Source: an optimization exercise on an open RTL-to-GDS flow (aim: small area and a short achievable clock period). Production flows keep margins and buffers that such runs may drop. Function was checked by simulation only, so behaviour that the tests miss may differ from the original. Power is estimated from default activity; no workload was simulated.

== exp/delta ==
Design running_average, start of the top module:
module running_average #(
  parameter N = 4,
  parameter DATAWIDTH = 32
)(
  input   wire        clk,
  input   wire        reset,
  input   wire [DATAWIDTH -1 : 0] data_i,
  output  wire [DATAWIDTH -1 : 0] average_o
);
Size: about 640 cells after synthesis, about 96 flip-flops, ~66 I/O pins.
export LEC_CHECK = 0
export CAP_MARGIN = 20
export CORE_MARGIN = 2
export CORE_UTILIZATION = 40
export CTS_BUF_LIST = sky130_fd_sc_hd__clkbuf_4 sky130_fd_sc_hd__clkbuf_8
export SETUP_SLACK_MARGIN = 2.5
export SLEW_MARGIN = 20
export SYNTH_HIERARCHICAL = 1
create_clock -name core_clock -period 7.0 [get_ports {clk}]
standard.sh (not shown) runs the stock make flow with config.mk's settings and CLKGATE_MAP_FILE= SYNTH_SCRIPT=/design/flow/synth_recipe.tcl, a recipe that flattens the netlist after the stock synthesis.
==> flow/flow/run.sh <==
#!/bin/bash
set -euo pipefail
here=$(pwd)
DU_DEFAULT=$(cat flow/default_dont_use.txt)
DU_BIG=$(cat flow/big_cells.txt)
bash standard.sh DONT_USE_CELLS="$DU_DEFAULT $DU_BIG" synth > "$here/synth.log" 2>&1
args=()
if [[ -f flow/pnr_args.txt ]]; then
  while IFS= read -r line; do
    [[ -n "$line" && "$line" != \#* ]] && args+=("$line")
  done < flow/pnr_args.txt
fi
bash standard.sh "${args[@]}" finish > "$here/pnr.log" 2>&1
==> flow/flow/pnr_args.txt <==
BUFFER_PORTS_ARGS=-buffer_cell sky130_fd_sc_hd__buf_2
Other scripts of this flow, unchanged in this note and not shown: flow/flow/big_cells.txt, flow/flow/default_dont_use.txt
Per the final summary, exp/delta finished and its layout is clean on timing, DRC and antenna.
> inputs changed (exp/delta -> exp/garnet)
# exp/delta
export LEC_CHECK = 0
export CAP_MARGIN = 20
export CORE_MARGIN = 2
export CORE_UTILIZATION = 40
export CTS_BUF_LIST = sky130_fd_sc_hd__clkbuf_4 sky130_fd_sc_hd__clkbuf_8
export SETUP_SLACK_MARGIN = 2.5
export SLEW_MARGIN = 20
export SYNTH_HIERARCHICAL = 1
create_clock -name core_clock -period 7.0 [get_ports {clk}]
# exp/garnet
export LEC_CHECK = 0
export CAP_MARGIN = 20
export CORE_MARGIN = 2
export CORE_UTILIZATION = 40
export SETUP_SLACK_MARGIN = 3.0
export SLEW_MARGIN = 20
export SYNTH_HIERARCHICAL = 1
create_clock -name core_clock -period 7.0 [get_ports {clk}]
==> flow/flow/pnr_args.txt <==
## What came out
- On met2 layer wire length in the routed design: between exp/delta and exp/garnet, it ends up lower for exp/delta.
- Re sequential cell fraction of total power: exp/delta was higher than exp/garnet.
- Re core utilization: exp/delta and exp/garnet aren't equal, and the higher value belongs to exp/garnet.
- Looking at slowest stage cell on the critical path, the sky130_fd_sc_hd__o21ai_4 result is from exp/delta; the sky130_fd_sc_hd__a21oi_4 one comes from exp/garnet.
- Taking exp/delta as the reference, in exp/garnet number of global-route vias before repair shows an increase of about 8%; peak supply drop shows a reduction of 0.000025 V; power consumed by the clock network shows an increase of about 30%.
- Sort exp/delta and exp/garnet by wire length of the first global-routing pass desc -> top: exp/garnet
Input-level comparison between exp/raven and exp/garnet:
# exp/garnet
export LEC_CHECK = 0
export CAP_MARGIN = 20
export CORE_MARGIN = 2
export CORE_UTILIZATION = 40
export SETUP_SLACK_MARGIN = 3.0
export SLEW_MARGIN = 20
export SYNTH_HIERARCHICAL = 1
create_clock -name core_clock -period 7.0 [get_ports {clk}]
# exp/raven
export LEC_CHECK = 0
export CAP_MARGIN = 20
export CORE_MARGIN = 2
export CORE_UTILIZATION = 40
export SETUP_SLACK_MARGIN = 2.0
export SLEW_MARGIN = 20
export SYNTH_HIERARCHICAL = 1
create_clock -name core_clock -period 7.0 [get_ports {clk}]
Notes after the runs:
exp/raven against exp/garnet: number of placed instances with taps included did not really move, netlist area before placement comparable. In the tables for exp/garnet and exp/raven, via count of the first global-routing pass reads higher with exp/garnet. In exp/raven the wire length turned out about 11% lower than in exp/garnet. Compared with exp/garnet, exp/raven degrades fmax.

running_average, a different RTL version from the one above (not shown whole).
Size: about 96 flip-flops.
==> flow/design.v (excerpt) <==
module running_average #(
  parameter N = 4,
  parameter DATAWIDTH = 32
)(
  input   wire        clk,
  input   wire        reset,
  input   wire [DATAWIDTH -1 : 0] data_i,
  output  wire [DATAWIDTH -1 : 0] average_o
);
reg  [31:0] s1, s2, s3;
wire [31:0] s3_n;
wire [29:0] avg;
ra_add_out u_out (.a(data_i), .b(s3), .r(reset), .y(avg));
ra_add_nxt u_nxt (.a(s1), .b(s2), .c(data_i), .y(s3_n));
always_ff @(posedge clk or posedge reset) begin
  if (reset) begin
    s1 <= '0;
    s2 <= '0;
    s3 <= '0;
  end else begin
    s1 <= data_i;
    s2 <= s1;
    s3 <= s3_n;
  end
end
assign average_o = {2'b00, avg};
endmodule
==> flow/config.mk <==
export PLATFORM = sky130hd
export DESIGN_NAME = running_average
export DESIGN_NICKNAME = running_average
export VERILOG_FILES = /design/flow/design.v
export SDC_FILE = /design/flow/constraint.sdc
export NUM_CORES = 4
export LEC_CHECK = 0
export CAP_MARGIN = 0
export CORE_MARGIN = 2
export CORE_UTILIZATION = 60
export CTS_BUF_LIST = sky130_fd_sc_hd__clkbuf_4 sky130_fd_sc_hd__clkbuf_8
export SETUP_SLACK_MARGIN = 2.5
export SLEW_MARGIN = 0
export SYNTH_HIERARCHICAL = 1
==> flow/constraint.sdc <==
create_clock -name core_clock -period 7.0 [get_ports {clk}]
set_input_delay 1.4000 -clock core_clock [delete_from_list [all_inputs] [get_ports {clk}]]
set_output_delay 1.4000 -clock core_clock [all_outputs]
set_load 0.01 [all_outputs]
Scripts as last shown in full above: flow/flow/run.sh
Other scripts of this flow, unchanged in this note and not shown: flow/flow/big_cells.txt, flow/flow/default_dont_use.txt, flow/flow/pnr_args.txt
The baseline produced a clean layout.
Change:
Settings changed: SETUP_SLACK_MARGIN 2.5 to 2.6.
=> Final cell count came out higher by 0.63%; worst hold slack hardly moves; non-clock buffer count came out higher by 5; synthesized area does not change; via count barely changes.

== P ==
RTL: one of the versions met above, not the one the previous note started from.
Size: ~640 cells after synthesis, ~96 flip-flops, ~66 I/O pins, ~5700 um2 of cells after synthesis.
Design running_average, start of the top module:
module running_average #(
  parameter N = 4,
  parameter DATAWIDTH = 32
)(
  input   wire        clk,
  input   wire        reset,
  input   wire [DATAWIDTH -1 : 0] data_i,
  output  wire [DATAWIDTH -1 : 0] average_o
);
reg  [31:0] s1, s2, s3;
wire [31:0] s3_n;
wire [29:0] avg;
ra_add_out u_out (.a(data_i), .b(s3), .r(reset), .y(avg));
ra_add_nxt u_nxt (.a(s1), .b(s2), .c(data_i), .y(s3_n));
always_ff @(posedge clk or posedge reset) begin
  if (reset) begin
    s1 <= '0;
    s2 <= '0;
    s3 <= '0;
  end else begin
    s1 <= data_i;
    s2 <= s1;
    s3 <= s3_n;
  end
end
assign average_o = {2'b00, avg};
endmodule
clock: 7.0 ns
lec_check: 0
cap_margin: 20
core_margin: 2
core_utilization: 40
setup_slack_margin: 2.5
slew_margin: 20
synth_hierarchical: 1
==> flow/flow/pnr_args.txt <==
Scripts as last shown in full above: flow/flow/run.sh
Other scripts of this flow, unchanged in this note and not shown: flow/flow/big_cells.txt, flow/flow/default_dont_use.txt
Every stage of the flow completed for P, and the final layout passed the timing, DRC and antenna checks.
The following lists how Q was set up differently from P:
- a change of CORE_UTILIZATION from 40 to 60
- an added CTS_BUF_LIST of sky130_fd_sc_hd__clkbuf_4 sky130_fd_sc_hd__clkbuf_8
- a change of CAP_MARGIN from 20 to 0
- a change of SLEW_MARGIN from 20 to 0
==> flow/flow/pnr_args.txt <==
BUFFER_PORTS_ARGS=-buffer_cell sky130_fd_sc_hd__buf_1
- The final wirelength in Q is 0.921 times that in P.
- When the final numbers for P and Q were put side by side, the delay of the slowest cell on the worst path turned out to be smaller in Q.
- When Q is measured against P, its design area turns out 7.8% lower.
- [compare] base=P new=Q: internal power consumption lost 16%; fraction of area in registers picked up an extra 2.9 points; worst path setup slack after routing picked up an extra 0.052 ns; total die area lost 32%.
- Summary of Q over P: number of sequential cells held, number of setup buffers added after CTS shows a reduction of 8, fraction of power consumed by combinational cells went up by 0.3 points, total met3 wirelength after detailed routing went down 30%.

== before ==
running_average with an RTL version that a note above also has.
For scale: roughly 0.0055 mm^2 of cells after synthesis.
Settings: LEC_CHECK=0, CAP_MARGIN=0, CORE_MARGIN=2, CORE_UTILIZATION=75, CTS_BUF_LIST=sky130_fd_sc_hd__clkbuf_4 sky130_fd_sc_hd__clkbuf_8, SETUP_SLACK_MARGIN=2.5, SLEW_MARGIN=0, SYNTH_HIERARCHICAL=1; clock period 7.0 ns.
Scripts as last shown in full above: flow/flow/run.sh
Other scripts of this flow, unchanged in this note and not shown: flow/flow/big_cells.txt, flow/flow/default_dont_use.txt, flow/flow/pnr_args.txt
Changes in after relative to before:
- CTS_CLUSTER_SIZE newly set to 32
- CORE_UTILIZATION changed from 75 to 60
- CTS_CLUSTER_DIAMETER newly set to 100
Notes after the runs:
- Run comparison: before capture point of the worst path average_o[9]; after capture point of the worst path average_o[25]
- Of the two values seen for slowest cell on the critical path, sky130_fd_sc_hd__xor2_1 was produced by before and sky130_fd_sc_hd__a21oi_2 by after.
- In after, the portion of the layout cell area used by clock cells came out 0.24 points above the value in before.
- after against before: power went down by 1.3%, async set or reset register ratio after synthesis flat, shortest clock period the worst path allows after layout went down.

running_average with an RTL version that a note above also has.
Size in the first run: ~96 flip-flops, ~66 I/O pins.
// running_average
module running_average #(
  parameter N = 4,
  parameter DATAWIDTH = 32
)(
  input   wire        clk,
  input   wire        reset,
  input   wire [DATAWIDTH -1 : 0] data_i,
  output  wire [DATAWIDTH -1 : 0] average_o
);
reg  [31:0] s1, s2, s3;
wire [31:0] s3_n;
wire [29:0] avg;
ra_add_out u_out (.a(data_i), .b(s3), .r(reset), .y(avg));
ra_add_nxt u_nxt (.a(s1), .b(s2), .c(data_i), .y(s3_n));
always_ff @(posedge clk or posedge reset) begin
  if (reset) begin
    s1 <= '0;
    s2 <= '0;
    s3 <= '0;
  end else begin
    s1 <= data_i;
    s2 <= s1;
    s3 <= s3_n;
  end
end
assign average_o = {2'b00, avg};
endmodule
clock: 7.0 ns
lec_check: 0
cap_margin: 20
core_margin: 2
core_utilization: 40
cts_buf_list: sky130_fd_sc_hd__clkbuf_4 sky130_fd_sc_hd__clkbuf_8
setup_slack_margin: 0
slew_margin: 20
synth_hierarchical: 1
Scripts as last shown in full above: flow/flow/run.sh
Other scripts of this flow, unchanged in this note and not shown: flow/flow/big_cells.txt, flow/flow/default_dont_use.txt, flow/flow/pnr_args.txt
The first run finished clean.
Change:
--- a/flow/config.mk
+++ b/flow/config.mk
@@ -10,5 +10,5 @@
 export CORE_UTILIZATION = 40
 export CTS_BUF_LIST = sky130_fd_sc_hd__clkbuf_4 sky130_fd_sc_hd__clkbuf_8
-export SETUP_SLACK_MARGIN = 0
+export SETUP_SLACK_MARGIN = 1.5
 export SLEW_MARGIN = 20
 export SYNTH_HIERARCHICAL = 1
=> The changed run completed with no timing, DRC or antenna violations. Final area hardly moves. Non-clock buffer count is unchanged. Utilization stays flat. Maximum frequency is higher by 6.0%. Setup slack improved by 0.31 ns. Critical path depth went down by 1. Die area is unchanged. Global-route usage does not change. Final cell count does not change. Wire length is about the same.

==> afterwards: timing with drivers on the ports <==
The flow's constraints put no driver on any port. The routed layouts listed below were extracted and timed again, unchanged, in two steps.
Step 1 assumes that a clkbuf_16 drives the clock port and a buf_2 every other input.
Step 2 times the ports against the registers' clock, not the clock port: input delays grow and output delays shrink by t, the midpoint of the rising clock arrivals with the driver on.
Three values: ideal ports, drivers, drivers and shift; two values: the first two.
run	shift t [ns]	setup WS [ns]	worst register clock-pin slew, ns
exp/delta	0.408	2.600 / 2.577 / 2.438	0.09 / 0.09
exp/garnet	0.383	2.621 / 2.573 / 2.573	0.07 / 0.07
exp/raven	0.385	2.048 / 2.023 / 2.023	0.07 / 0.07
the first run of note 2	0.394	2.564 / 2.538 / 2.343	0.10 / 0.10
the second run of note 2	0.392	2.648 / 2.624 / 2.438	0.10 / 0.10
P	0.379	2.544 / 2.527 / 2.517	0.07 / 0.07
Q	0.389	2.596 / 2.574 / 2.533	0.10 / 0.10
before	0.402	2.470 / 2.439 / 2.350	0.10 / 0.10
after	0.394	2.564 / 2.538 / 2.343	0.10 / 0.10
the first run of note 5	0.399	1.505 / 1.485 / 1.485	0.10 / 0.10
the second run of note 5	0.399	1.818 / 1.798 / 1.798	0.10 / 0.10
After both steps every run listed still meets setup and hold.
